What follows belongs to an exercise in optimizing a design on an open flow for small area and a short achievable clock period; a production flow would make more cautious choices.
At most, simulation tests tie the RTL to the original design; equivalence was not proved.
No activity file was given, so power comes from the tool's default toggle rates.

==> flow/design.v (excerpt) <==
module mac
  ( input                       clk
  , input                       xrst
  , input                       out_en
  , input                       accum_we
  , input                       reset
  , input  signed [DWIDTH-1:0]  x
  , input  signed [DWIDTH-1:0]  w
  , output signed [DWIDTH-1:0]  y
  );
  reg v0, v1, v2;
  always @(posedge clk) begin
    v0 <= xrst;
    v1 <= xrst & v0;
    v2 <= xrst & v1;
  end
  reg [15:0] xr;
  always @(posedge clk) xr <= x;
  reg [7:0] neg, one, two;
  integer i;
  wire [16:0] we = {w, 1'b0};
  always @(posedge clk)
    for (i = 0; i < 8; i = i + 1) begin
      neg[i] <= we[2*i+2];
      one[i] <= we[2*i+1] ^ we[2*i];
      two[i] <= (we[2*i+2] & ~we[2*i+1] & ~we[2*i]) | (~we[2*i+2] & we[2*i+1] & we[2*i]);
    end
  wire [17:0] xe = {xr[15], xr, 1'b0};
  wire neg0 = neg[0];
  wire [16:0] pp0 = ({17{one[0]}} & xe[17:1] | {17{two[0]}} & xe[16:0]) ^ {17{neg[0]}};
  wire npp0 = ~pp0[16];
  wire neg1 = neg[1];
  wire [16:0] pp1 = ({17{one[1]}} & xe[17:1] | {17{two[1]}} & xe[16:0]) ^ {17{neg[1]}};
  wire npp1 = ~pp1[16];
  wire neg2 = neg[2];
  wire [16:0] pp2 = ({17{one[2]}} & xe[17:1] | {17{two[2]}} & xe[16:0]) ^ {17{neg[2]}};
  wire npp2 = ~pp2[16];
  wire neg3 = neg[3];
  wire [16:0] pp3 = ({17{one[3]}} & xe[17:1] | {17{two[3]}} & xe[16:0]) ^ {17{neg[3]}};
  wire npp3 = ~pp3[16];
  wire neg4 = neg[4];
  wire [16:0] pp4 = ({17{one[4]}} & xe[17:1] | {17{two[4]}} & xe[16:0]) ^ {17{neg[4]}};
  wire npp4 = ~pp4[16];
  wire neg5 = neg[5];
  wire [16:0] pp5 = ({17{one[5]}} & xe[17:1] | {17{two[5]}} & xe[16:0]) ^ {17{neg[5]}};
  wire npp5 = ~pp5[16];
  wire neg6 = neg[6];
  wire [16:0] pp6 = ({17{one[6]}} & xe[17:1] | {17{two[6]}} & xe[16:0]) ^ {17{neg[6]}};
  wire npp6 = ~pp6[16];
  wire neg7 = neg[7];
  wire [16:0] pp7 = ({17{one[7]}} & xe[17:1] | {17{two[7]}} & xe[16:0]) ^ {17{neg[7]}};
  wire npp7 = ~pp7[16];
  wire s1;
  wire c2;
  wire s3;
  wire c4;
  wire s5;
  wire c6;
  wire s7;
  wire c8;
  wire s9;
  wire c10;
  wire s11;
  wire c12;
  wire s13;
  wire c14;
  wire s15;
  wire c16;
  wire s17;
  wire c18;
  wire s19;
  wire c20;
  wire s21;
  wire c22;
  wire s23;
  wire c24;
  wire s25;
  wire c26;
  wire s27;
  wire c28;
  wire s29;
  wire c30;
  wire s31;
  wire c32;
  wire s33;
  wire c34;
  wire s35;
  ...
For scale: roughly 1100 cells after synthesis, about 53 I/O pins, ~0.010 mm2 of cells after synthesis.
clock: 6.0 ns
lec_check: 0
cap_margin: 20
core_margin: 2
core_utilization: 70
cts_buf_list: sky130_fd_sc_hd__clkbuf_8
cts_cluster_size: 30
setup_slack_margin: 3.6
slew_margin: 20
standard.sh (not shown) runs the stock make flow with config.mk's settings and CLKGATE_MAP_FILE= SYNTH_SCRIPT=/design/flow/synth_recipe.tcl, a recipe that flattens the netlist after the stock synthesis.
==> flow/flow/run.sh <==
#!/bin/bash
# The standard layout (standard.sh: the standard flow's synthesis and ORFS flow) with these make settings:
# the port buffers are plain buffers (buf_2) instead of the delay buffer that buffer_ports
# picks by default. All output goes to standard.log in the work folder; ORFS also keeps its
# per-step logs under orfs/logs.
set -euo pipefail
bash standard.sh BUFFER_PORTS_ARGS="-buffer_cell sky130_fd_sc_hd__buf_2"  finish > standard.log 2>&1
Then changed:
--- a/flow/design.v
+++ b/flow/design.v
@@ -470,36 +470,38 @@
   wire dec = p15[14] & zz;
   reg [14:0] phr;
   reg zr;
   always @(posedge clk) begin
     phr <= p15;
     zr <= zz;
   end
   wire decr = phr[14] & zr;
   wire [15:0] q16 = {phr[14], phr};
   wire [15:0] acc = {acch, accl};
   wire [15:0] ts = ~(acc ^ q16);
   wire [15:0] tc = {acc[14:0] | q16[14:0], ~decr};
-  reg [7:0] acch;
-  reg [7:0] accl;
-  reg [0:0] acck;
+  reg [11:0] acch;
+  reg [3:0] accl;
+  reg [2:0] acck;
   reg [15:0] yr;
-  wire [8:0] sum0 = ts[7:0] + tc[7:0];
-  wire [9:0] sumc1 = {ts[15:8], 1'b1} + {tc[15:8], acck[0]};
+  wire [4:0] sum0 = ts[3:0] + tc[3:0];
+  wire [5:0] sumc1 = {ts[7:4], 1'b1} + {tc[7:4], acck[0]};
+  wire [5:0] sumc2 = {ts[11:8], 1'b1} + {tc[11:8], acck[1]};
+  wire [5:0] sumc3 = {ts[15:12], 1'b1} + {tc[15:12], acck[2]};
   always @(posedge clk)
     if (!xrst | reset) begin
       acch <= 0;
       accl <= 0;
       acck <= 0;
     end else if (accum_we & v2) begin
-      accl <= sum0[7:0];
-      acch <= {sumc1[8:1]};
-      acck <= {sum0[8]};
+      accl <= sum0[3:0];
+      acch <= {sumc3[4:1], sumc2[4:1], sumc1[4:1]};
+      acck <= {sumc2[5], sumc1[5], sum0[4]};
     end
-  wire [15:0] accy = {acch, accl} + {7'd0, acck[0], 8'd0};
+  wire [15:0] accy = {acch, accl} + {3'd0, acck[2], 3'd0, acck[1], 3'd0, acck[0], 4'd0};
   always @(posedge clk)
     if (!xrst)
       yr <= 0;
     else if (out_en)
       yr <= accy;
   assign y = yr;
 endmodule
- The changed run ran to the end with no violations
- final cell count is lower by 0.54%
- clock skew is about the same
- final area falls by about 4%
- maximum frequency is higher by about 6%
- synthesized area is lower by about 0.7%
- total power goes down by about 15%
- routed wire length came out lower by about 8%
- combinational power fell by about 20%
- global-route usage came out lower by 1.1 points
- sequential cell count rose by 2
- register-to-register slack improved by 0.15 ns
- sequential power barely changes
- setup slack is better by 0.15 ns
- count of clock-buffer cells in the layout is unchanged
For the first run of this note, only the layout was checked, not whether the RTL still works.

## what the ideal ports hide
The flow's constraints put no driver on any port. The routed layouts listed below were extracted and timed again, unchanged, in two steps. Step 1, drivers: a clkbuf_16 drives clk and a buf_2 each remaining input, both assumed. Step 2, shift: input delay + t, output delay - t, t = (earliest + latest rising clock arrival at the registers) / 2. This alone moves slack from input paths to output paths. Three values: no drivers, after step 1, after step 2; two values: the first two.
| run | shift t [ns] | slack for setup (ns) | hold slack, ns |
|---|---|---|---|
| the first run | 0.499 | 3.558 / 3.558 / 3.558 | 0.440 / 0.440 / 0.440 |
| the second run | 0.488 | 3.705 / 3.705 / 3.509 | 0.442 / 0.442 / 0.442 |
After both steps every run listed still meets setup and hold. The setup slack of the second run, which loses most, moves by 0.000 ns with the drivers and by -0.196 ns with both steps.
